This design comes from an exercise in tuning for small area on the open sky130 flow, not from production work.
The RTL was checked by simulation tests, not by an equivalence proof against the original design.

// CORDIC_top
module CORDIC_top #(parameter WIDTH = 16 , parameter ITERATIONS = 32) (
    input clk,
    input signed [WIDTH-1:0] x_start,
    input signed [WIDTH-1:0] y_start,
    input signed [31:0] angle_in,
    output signed [WIDTH-1:0] sine,
    output signed [WIDTH-1:0] cosine
);
For scale: roughly 2300 flip-flops, ~97 I/O pins, roughly 120000 sq um of cells after synthesis.
export LEC_CHECK = 0
export CAP_MARGIN = 20
export CORE_MARGIN = 2
export CORE_UTILIZATION = 40
export SLEW_MARGIN = 20
create_clock -name core_clock -period 6.0 [get_ports {clk}]
standard.sh (not shown) runs the stock make flow with config.mk's settings and CLKGATE_MAP_FILE= SYNTH_SCRIPT=/design/flow/synth_recipe.tcl, a recipe that flattens the netlist after the stock synthesis.
==> flow/flow/run.sh <==
#!/bin/bash
# Own flow: the standard layout, with synthesis run through flow/my_synth.tcl
# (a different ABC script and no full-adder extraction) and clock tree
# synthesis without dummy loads and with small clock buffers; ports get the smallest buffer. Registers and
# their names are those of the standard synthesis.
set -euo pipefail
W=$(pwd)
export MY_WORK=$W
export MY_ABC_SCRIPT=$W/flow/abc_area.script
# synthesis only, with our script; the remaining steps are the standard.sh
make -C "$FLOW_HOME" DESIGN_CONFIG="$W/config.mk" WORK_HOME="$W/orfs" CLKGATE_MAP_FILE= \
  SYNTH_SCRIPT="$W/flow/my_synth.tcl" synth > "$W/own_synth.log" 2>&1
export CTS_ARGS="-sink_clustering_enable -repair_clock_nets -dont_use_dummy_load -buf_list {sky130_fd_sc_hd__clkbuf_8} -sink_clustering_size 14 -sink_clustering_max_diameter 70"
export BUFFER_PORTS_ARGS="-buffer_cell sky130_fd_sc_hd__buf_1"
# timing-driven placement guides the placement but leaves no buffers behind
export GPL_KEEP_OVERFLOW=0
bash "$W/standard.sh" > "$W/own_standard.log" 2>&1
==> flow/flow/abc_area.script <==
&get -n
&st
&dch
&nf -R 20 -p -F 8 -A 4
&put
topo
buffer -N 10
upsize -D 4500
dnsize -D 4500
stime -p
==> flow/flow/my_synth.tcl <==
# The standard synthesis (synth_recipe.tcl) with two changes for area:
# Yosys's abc calls use this flow's ABC script, and full/half adders are not
# extracted into fa/ha cells (ABC maps the adder logic itself).
proc abc {args} {
  set i [lsearch -exact $args -script]
  if {$i >= 0} { lset args [expr {$i + 1}] $::env(MY_ABC_SCRIPT) }
  puts "flow/my_synth.tcl: abc $args"
  yosys abc {*}$args
}
proc extract_fa {args} { puts "flow/my_synth.tcl: extract_fa skipped" }
source $::env(MY_WORK)/synth_recipe.tcl
Next try:
==> flow/flow/run.sh (replaced) <==
#!/bin/bash
# Own flow: the standard layout, with synthesis run through flow/my_synth.tcl
# (a different ABC script and no full-adder extraction). Registers and their
# names are those of the standard synthesis.
set -euo pipefail
W=$(pwd)
export MY_WORK=$W
export MY_ABC_SCRIPT=$W/flow/abc_area.script
# synthesis only, with our script; the remaining steps are the standard.sh
make -C "$FLOW_HOME" DESIGN_CONFIG="$W/config.mk" WORK_HOME="$W/orfs" CLKGATE_MAP_FILE= \
  SYNTH_SCRIPT="$W/flow/my_synth.tcl" synth > "$W/own_synth.log" 2>&1
bash "$W/standard.sh" > "$W/own_standard.log" 2>&1
==> flow/flow/abc_area.script (replaced) <==
&get -n
&st
&dch
&nf -R 1000
&put
topo
buffer -N 10
upsize -D 4500
dnsize -D 4500
stime -p
--- a/flow/config.mk
+++ b/flow/config.mk
@@ -9,3 +9,5 @@
 export CORE_MARGIN = 2
-export CORE_UTILIZATION = 40
+export CORE_UTILIZATION = 55
+export CTS_BUF_LIST = sky130_fd_sc_hd__clkbuf_4 sky130_fd_sc_hd__clkbuf_8
+export CTS_CLUSTER_SIZE = 20
 export SLEW_MARGIN = 20
=> The new run completed without violations; core utilization came out higher by 20 points; clock skew came out lower by 0.049 ns; setup slack got worse by 0.024 ns; wire length came out higher by 14%; critical path depth came out higher by 11.


Starting RTL as in the previous note.
Design CORDIC_top, start of the top module:
module CORDIC_top #(parameter WIDTH = 16 , parameter ITERATIONS = 32) (
    input clk,
    input signed [WIDTH-1:0] x_start,
    input signed [WIDTH-1:0] y_start,
    input signed [31:0] angle_in,
    output signed [WIDTH-1:0] sine,
    output signed [WIDTH-1:0] cosine
);
==> flow/config.mk <==
export PLATFORM = sky130hd
export DESIGN_NAME = CORDIC_top
export DESIGN_NICKNAME = CORDIC_top
export VERILOG_FILES = /design/flow/design.v
export SDC_FILE = /design/flow/constraint.sdc
export NUM_CORES = 4
export LEC_CHECK = 0
export CAP_MARGIN = 20
export CORE_MARGIN = 2
export CORE_UTILIZATION = 40
export SLEW_MARGIN = 20
==> flow/constraint.sdc <==
create_clock -name core_clock -period 6.0 [get_ports {clk}]
set_input_delay 1.2000 -clock core_clock [delete_from_list [all_inputs] [get_ports {clk}]]
set_output_delay 1.2000 -clock core_clock [all_outputs]
set_load 0.01 [all_outputs]
==> flow/flow/run.sh <==
#!/bin/bash
# Own flow: the standard layout, with synthesis run through flow/my_synth.tcl
# (a different ABC script and no full-adder extraction) and clock tree
# synthesis without dummy loads and with small clock buffers. Registers and
# their names are those of the standard synthesis.
set -euo pipefail
W=$(pwd)
export MY_WORK=$W
export MY_ABC_SCRIPT=$W/flow/abc_area.script
# synthesis only, with our script; the remaining steps are the standard.sh
make -C "$FLOW_HOME" DESIGN_CONFIG="$W/config.mk" WORK_HOME="$W/orfs" CLKGATE_MAP_FILE= \
  SYNTH_SCRIPT="$W/flow/my_synth.tcl" synth > "$W/own_synth.log" 2>&1
export CTS_ARGS="-sink_clustering_enable -repair_clock_nets -dont_use_dummy_load -buf_list {sky130_fd_sc_hd__clkbuf_4 sky130_fd_sc_hd__clkbuf_8} -sink_clustering_size 20"
bash "$W/standard.sh" > "$W/own_standard.log" 2>&1
==> flow/flow/abc_area.script <==
&get -n
&st
&dch
&nf -R 20
&put
topo
buffer -N 10
upsize -D 4500
dnsize -D 4500
stime -p
Scripts as last shown in full above: flow/flow/my_synth.tcl
Change:
==> flow/flow/run.sh (replaced) <==
#!/bin/bash
# Own flow: the standard layout, with synthesis run through flow/my_synth.tcl
# (a different ABC script and no full-adder extraction). Registers and their
# names are those of the standard synthesis.
set -euo pipefail
W=$(pwd)
export MY_WORK=$W
export MY_ABC_SCRIPT=$W/flow/abc_area.script
# synthesis only, with our script; the remaining steps are the standard.sh
make -C "$FLOW_HOME" DESIGN_CONFIG="$W/config.mk" WORK_HOME="$W/orfs" CLKGATE_MAP_FILE= \
  SYNTH_SCRIPT="$W/flow/my_synth.tcl" synth > "$W/own_synth.log" 2>&1
bash "$W/standard.sh" > "$W/own_standard.log" 2>&1
==> flow/flow/abc_area.script (replaced) <==
&get -n
&st
&dch
&nf -R 1000
&put
topo
buffer -N 10
upsize -D 4500
dnsize -D 4500
stime -p
Effect: The new run went through all stages and came out clean. Register-to-register slack is better by 0.03 ns. Hold slack hardly moves. Non-clock buffer count grows by 177. Global-route usage grows by 0.19 points. Core utilization grows by 2.0 points. Fmax grows slightly. Final area grows by a few percent. Wire length grows slightly. Sequential share of layout area shrinks by 1.5 points.
Change:
--- a/flow/flow/run.sh
+++ b/flow/flow/run.sh
@@ -2,4 +2,5 @@
 # Own flow: the standard layout, with synthesis run through flow/my_synth.tcl
-# (a different ABC script and no full-adder extraction). Registers and their
-# names are those of the standard synthesis.
+# (a different ABC script and no full-adder extraction) and clock tree
+# synthesis without dummy loads and with small clock buffers; ports get the smallest buffer. Registers and
+# their names are those of the standard synthesis.
 set -euo pipefail
@@ -11,2 +12,4 @@
   SYNTH_SCRIPT="$W/flow/my_synth.tcl" synth > "$W/own_synth.log" 2>&1
+export CTS_ARGS="-sink_clustering_enable -repair_clock_nets -dont_use_dummy_load -buf_list {sky130_fd_sc_hd__clkbuf_8} -sink_clustering_size 14 -sink_clustering_max_diameter 70"
+export BUFFER_PORTS_ARGS="-buffer_cell sky130_fd_sc_hd__buf_1"
 bash "$W/standard.sh" > "$W/own_standard.log" 2>&1
==> flow/flow/abc_area.script (replaced) <==
&get -n
&st
&dch
&nf -R 20 -p -F 8 -A 4
&put
topo
buffer -N 10
upsize -D 4500
dnsize -D 4500
stime -p
--- a/flow/config.mk
+++ b/flow/config.mk
@@ -9,3 +9,4 @@
 export CORE_MARGIN = 2
-export CORE_UTILIZATION = 40
+export CORE_UTILIZATION = 60
+export PLACE_DENSITY = 0.72
 export SLEW_MARGIN = 20
After rerunning: Final cell count drops by roughly a tenth; setup slack degrades by 0.074 ns; global-route usage came out higher by 10 points.
Change:
--- a/flow/flow/run.sh
+++ b/flow/flow/run.sh
@@ -12,3 +12,3 @@
   SYNTH_SCRIPT="$W/flow/my_synth.tcl" synth > "$W/own_synth.log" 2>&1
-export CTS_ARGS="-sink_clustering_enable -repair_clock_nets -dont_use_dummy_load -buf_list {sky130_fd_sc_hd__clkbuf_8} -sink_clustering_size 14 -sink_clustering_max_diameter 70"
+export CTS_ARGS="-sink_clustering_enable -repair_clock_nets -dont_use_dummy_load -buf_list {sky130_fd_sc_hd__clkbuf_8 sky130_fd_sc_hd__clkbuf_16} -sink_clustering_size 30 -sink_clustering_max_diameter 100"
 export BUFFER_PORTS_ARGS="-buffer_cell sky130_fd_sc_hd__buf_1"
==> flow/flow/abc_area.script (replaced) <==
&get -n
&st
&dch
&nf -R 20
&put
topo
buffer -N 10
upsize -D 4500
dnsize -D 4500
stime -p
--- a/flow/config.mk
+++ b/flow/config.mk
@@ -9,4 +9,3 @@
 export CORE_MARGIN = 2
-export CORE_UTILIZATION = 60
-export PLACE_DENSITY = 0.72
+export CORE_UTILIZATION = 40
 export SLEW_MARGIN = 20
The changed run finished with timing, DRC and antenna clean; non-clock buffer count climbs by 64; via count shrinks by 4.7%.


## the previous run
CORDIC_top, a different RTL version from the one above (not shown whole).
Size: ~13000 cells after synthesis, about 2300 flip-flops, ~97 I/O pins, ~0.12 sq mm of cells after synthesis.
clock: 6.0 ns
lec_check: 0
cap_margin: 20
core_margin: 2
core_utilization: 40
slew_margin: 20
==> flow/flow/run.sh <==
#!/bin/bash
# Own flow: the standard layout, with synthesis run through flow/my_synth.tcl
# (a different ABC script and no full-adder extraction) and clock tree
# synthesis without dummy loads and with small clock buffers; ports get the smallest buffer. Registers and
# their names are those of the standard synthesis.
set -euo pipefail
W=$(pwd)
export MY_WORK=$W
export MY_ABC_SCRIPT=$W/flow/abc_area.script
# synthesis only, with our script; the remaining steps are the standard.sh
make -C "$FLOW_HOME" DESIGN_CONFIG="$W/config.mk" WORK_HOME="$W/orfs" CLKGATE_MAP_FILE= \
  SYNTH_SCRIPT="$W/flow/my_synth.tcl" synth > "$W/own_synth.log" 2>&1
export CTS_ARGS="-sink_clustering_enable -repair_clock_nets -dont_use_dummy_load -buf_list {sky130_fd_sc_hd__clkbuf_8} -sink_clustering_size 14 -sink_clustering_max_diameter 70"
export BUFFER_PORTS_ARGS="-buffer_cell sky130_fd_sc_hd__buf_1"
bash "$W/standard.sh" > "$W/own_standard.log" 2>&1
==> flow/flow/abc_area.script <==
&get -n
&st
&dch
&nf -R 20 -p -F 8 -A 4
&put
topo
buffer -N 10
upsize -D 4500
dnsize -D 4500
stime -p
Scripts as last shown in full above: flow/flow/my_synth.tcl
Edits applied to the flow inputs when going from the previous run to the current run:
==> flow/flow/abc_area.script <==
&get -n
&st
&dch
&nf -R 20 -p -F 8 -A 4
&put
topo
buffer -N 16
upsize -D 5000
dnsize -D 5000
stime -p
## What came out
- Going from the previous run to the current run, worst hold slack held, global-route wire length before repair went up 2100 um.
- Compared with the previous run, in the current run minimum setup slack in the final design now larger; floorplan core area now smaller.
- Looking only at number of clock buffer instances in the layout, and setting everything else aside, the higher value of the current run and the previous run goes to the current run.
- Of the current run and the previous run, the lower highest clock rate belongs to the previous run.
- Against the previous run, the current run comes in 0.85% higher on post-detailed-route wirelength per cell.
- Number of nets in the layout essentially unchanged between the previous run and the current run.
- Higher non-clock buffer count was reported by the previous run, not the current run.
- The current run and the previous run ended up with roughly the same die area.

## port drivers added, routing unchanged
The flow's constraints put no driver on any port. The routed layouts listed below were extracted and timed again, unchanged, in two steps. Step 1 assumes that a clkbuf_16 drives the clock port and a buf_2 every other input. Step 2, shift: input delay + t, output delay - t, t = (earliest + latest rising clock arrival at the registers) / 2. This alone moves slack from input paths to output paths. a / b / c = no drivers / after step 1 / after step 2; a / b = the first two.
| run | t (ns) | setup WS [ns] | hold WS [ns] | clock arrival spread, ns | pins driven straight from the clock port |
|---|---|---|---|---|---|
| the first run of note 1 | 1.053 | 0.223 / 0.223 / -0.117 | 0.197 / 0.197 / 0.197 | 0.154 / 0.154 | 1 |
| the second run of note 1 | 1.121 | 0.199 / 0.199 / 0.199 | 0.248 / 0.248 / 0.248 | 0.121 / 0.121 | 1 |
| the first run of note 2 | 1.052 | 0.222 / 0.222 / 0.222 | 0.249 / 0.249 / 0.249 | 0.169 / 0.168 | 1 |
| the second run of note 2 | 0.963 | 0.248 / 0.248 / 0.248 | 0.249 / 0.249 / 0.249 | 0.112 / 0.111 | 1 |
| the third run of note 2 | 1.014 | 0.174 / 0.174 / 0.174 | 0.254 / 0.254 / 0.254 | 0.117 / 0.117 | 1 |
| the fourth run of note 2 | 0.922 | 0.258 / 0.258 / 0.258 | 0.273 / 0.273 / 0.273 | 0.136 / 0.137 | 1 |
| the previous run | 1.016 | 0.213 / 0.213 / 0.213 | 0.272 / 0.272 / 0.272 | 0.151 / 0.151 | 1 |
| the current run | 1.042 | 0.249 / 0.249 / 0.249 | 0.270 / 0.270 / 0.270 | 0.178 / 0.179 | 1 |
With both steps, setup timing fails in the first run of note 1, where it was met with ideal ports. The setup slack of the first run of note 1, which loses most, moves by 0.000 ns with the drivers and by -0.340 ns with both steps.
